This design comes from an exercise in tuning for small area, a short achievable clock period and few clock cycles per item on the open sky130 flow, not from production work.
The RTL was checked by simulation tests, not by an equivalence proof against the original design.
Power and IR drop assume default switching activity.

## axi_system_top
module axi_system_top #
(
    parameter ADDR_WIDTH = 32,
    parameter DATA_WIDTH = 32,
    parameter NUM_REGS   = 16
)
(
    input                       aclk,
    input                       aresetn,
    input                       m_wr_req,
    input   [ADDR_WIDTH-1:0]    m_wr_addr,
    input   [DATA_WIDTH-1:0]    m_wr_data,
    input   [DATA_WIDTH/8-1:0]  m_wr_strb,
    output                      m_wr_done,
    output  [1:0]               m_wr_resp,
    input                       m_rd_req,
    input   [ADDR_WIDTH-1:0]    m_rd_addr,
    output  [DATA_WIDTH-1:0]    m_rd_data,
    output                      m_rd_done,
    output  [1:0]               m_rd_resp
);
For scale: ~1200 cells after synthesis, about 140 I/O pins, roughly 0.020 mm^2 of cells after synthesis.
Settings: LEC_CHECK=0, CAP_MARGIN=20, CORE_MARGIN=2, CORE_UTILIZATION=68, CTS_CLUSTER_DIAMETER=80, CTS_CLUSTER_SIZE=30, SETUP_SLACK_MARGIN=2.1, SLEW_MARGIN=20, TNS_END_PERCENT=10; clock period 4.0 ns.
standard.sh (not shown) runs the stock make flow with config.mk's settings and CLKGATE_MAP_FILE= SYNTH_SCRIPT=/design/flow/synth_recipe.tcl, a recipe that flattens the netlist after the stock synthesis.
==> flow/flow/run.sh <==
#!/bin/bash
# The standard layout, with the resizer free to change a cell's footprint.
set -euo pipefail
bash standard.sh MATCH_CELL_FOOTPRINT=0 "BUFFER_PORTS_ARGS=-buffer_cell sky130_fd_sc_hd__buf_1" finish > standard.log 2>&1
Testbench counts at the start, summed over its fixed seeds: cycles 6,168, items 8,192.
Next try:
==> flow/flow/run.sh (replaced) <==
#!/bin/bash
# The standard layout, with the resizer free to change a cell's footprint,
# plain buf_1 cells as the port buffers (upsized by the resizer as needed),
# and an extra gate-sizing pass after global route (flow/post_grt.tcl).
set -euo pipefail
export POST_GLOBAL_ROUTE_TCL="$PWD/flow/post_grt.tcl"
bash standard.sh MATCH_CELL_FOOTPRINT=0 "BUFFER_PORTS_ARGS=-buffer_cell sky130_fd_sc_hd__buf_1" \
  "POST_GLOBAL_ROUTE_TCL=$PWD/flow/post_grt.tcl" finish > standard.log 2>&1
==> flow/flow/post_grt.tcl (new file) <==
puts "post_grt: extra sizing to setup margin 2.3"
estimate_parasitics -global_routing
report_worst_slack -max
repair_timing -setup -setup_margin 2.3 -repair_tns 0 -sequence "sizeup,swap" -verbose
global_route -start_incremental
detailed_placement
global_route -end_incremental
estimate_parasitics -global_routing
report_worst_slack -max
--- a/flow/config.mk
+++ b/flow/config.mk
@@ -9,7 +9,6 @@
 export CORE_MARGIN = 2
-export CORE_UTILIZATION = 68
+export CORE_UTILIZATION = 66
 export CTS_CLUSTER_DIAMETER = 80
 export CTS_CLUSTER_SIZE = 30
-export SETUP_SLACK_MARGIN = 2.1
+export SETUP_SLACK_MARGIN = 1.9
 export SLEW_MARGIN = 20
-export TNS_END_PERCENT = 10
What happened:
- The changed run went through all stages and came out clean
- synthesized cell count does not change
- utilization went down by 2.7 points
- wire length stays flat
- sequential share of layout area climbs by 0.46 points
- fmax rose by about 8%
- cell count rose by about 0.53%
- first-iteration DRC count is higher by about 2.7%
- total power rises by 0.63%
- design area went down by 0.62%
- non-clock buffer count shrinks by 2
- die area rose by 3.0%
Next try:
--- a/flow/config.mk
+++ b/flow/config.mk
@@ -12,3 +12,3 @@
 export CTS_CLUSTER_SIZE = 30
-export SETUP_SLACK_MARGIN = 1.9
+export SETUP_SLACK_MARGIN = 2.0
 export SLEW_MARGIN = 20
=>
- The changed run went through all stages and came out clean
- global-route usage goes down by 0.67 points
- synthesized area does not change
- routed wire length goes down by 3.2%
- via count is about the same
- cell area increases by 1.2%
- first-iteration DRC count fell by 27%
- non-clock buffer count goes up by 10
- setup slack gets better by 0.019 ns
Next try:
--- a/flow/config.mk
+++ b/flow/config.mk
@@ -12,3 +12,3 @@
 export CTS_CLUSTER_SIZE = 30
-export SETUP_SLACK_MARGIN = 2.0
+export SETUP_SLACK_MARGIN = 1.5
 export SLEW_MARGIN = 20
What happened:
- count of clock-buffer cells in the layout came out higher by 1
- non-clock buffer count fell by 29
- synthesized cell count is unchanged
- utilization is lower by 1.9 points
- register-to-register slack got worse by 0.13 ns
- area after synthesis is unchanged
- worst setup slack loses 0.15 ns
Next try:
==> flow/flow/run.sh (replaced) <==
#!/bin/bash
# The standard layout, with the resizer free to change a cell's footprint.
set -euo pipefail
bash standard.sh MATCH_CELL_FOOTPRINT=0 "BUFFER_PORTS_ARGS=-buffer_cell sky130_fd_sc_hd__buf_2" finish > standard.log 2>&1
--- a/flow/config.mk
+++ b/flow/config.mk
@@ -9,6 +9,6 @@
 export CORE_MARGIN = 2
-export CORE_UTILIZATION = 66
+export CORE_UTILIZATION = 60
 export CTS_CLUSTER_DIAMETER = 80
 export CTS_CLUSTER_SIZE = 30
-export SETUP_SLACK_MARGIN = 1.5
+export SETUP_SLACK_MARGIN = 2.1
 export SLEW_MARGIN = 20
removed: flow/flow/post_grt.tcl
The changed run finished clean; total power goes up by about 3%; cell area goes up by about 2.5%; via count hardly moves; final cell count is higher by 3.7%; clock skew rose by 0.0046 ns; routed wire length rises by 5.5%; setup slack is better by 0.027 ns; global-route usage drops by 1.4 points; synthesized cell count stays the same; die area increases by 9.8%.
Next try:
==> flow/flow/run.sh (replaced) <==
#!/bin/bash
# The standard layout, with the resizer free to change a cell's footprint
# and plain buf_1 cells as the port buffers (upsized by the resizer as needed).
set -euo pipefail
bash standard.sh MATCH_CELL_FOOTPRINT=0 "BUFFER_PORTS_ARGS=-buffer_cell sky130_fd_sc_hd__buf_1" finish > standard.log 2>&1
--- a/flow/config.mk
+++ b/flow/config.mk
@@ -9,3 +9,3 @@
 export CORE_MARGIN = 2
-export CORE_UTILIZATION = 60
+export CORE_UTILIZATION = 68
 export CTS_CLUSTER_DIAMETER = 80
What happened: The new run completed with no timing, DRC or antenna violations; final cell count is lower by 1.5%; sequential power stays flat; global-route usage is higher by 5.3 points; routed wire length is higher by 5.6%; synthesized area is unchanged; combinational power is higher by 3.3%; critical path depth is higher by 3; hold slack is better by 0.0086 ns; non-clock buffer count is higher by 35; fmax is higher by 5.4%; total power is lower by 1.3%.

-- re-timing with driven ports --
The results above use ideal ports. As a check the final layouts listed here were re-extracted and re-timed, cells and wires unchanged.
Step 1 (the two cells are an assumption about what drives the block):
set clk [get_ports {aclk}]
set_driving_cell -lib_cell sky130_fd_sc_hd__clkbuf_16 $clk
set_driving_cell -lib_cell sky130_fd_sc_hd__buf_2 [delete_from_list [all_inputs] $clk]
Step 2 adds t to the input delays and takes it off the output delays; t is the mean of the earliest and latest rising clock arrival at the registers after step 1. Input paths then give back, and output paths get back, about the clock's delay inside the block.
a / b / c = ideal / step 1 / step 2; a / b = the first two.
| run | t (ns) | setup slack, ns | worst setup path at the end | worst register clock-pin slew, ns |
|---|---|---|---|---|
| the first run | 0.619 | 1.959 / 1.979 / 1.360 | input to register | 0.12 / 0.12 |
| the second run | 0.613 | 2.105 / 2.087 / 1.478 | input to register | 0.11 / 0.11 |
| the third run | 0.613 | 2.124 / 2.072 / 1.545 | input to register | 0.11 / 0.11 |
| the fourth run | 0.611 | 1.978 / 1.962 / 1.350 | input to register | 0.12 / 0.12 |
| the fifth run | 0.627 | 2.005 / 2.038 / 1.410 | input to register | 0.11 / 0.11 |
| the sixth run | 0.605 | 2.106 / 2.084 / 1.494 | input to register | 0.12 / 0.12 |
After both steps every run listed still meets setup and hold. The setup slack of the fourth run, which loses most, moves by -0.016 ns with the drivers and by -0.628 ns with both steps.
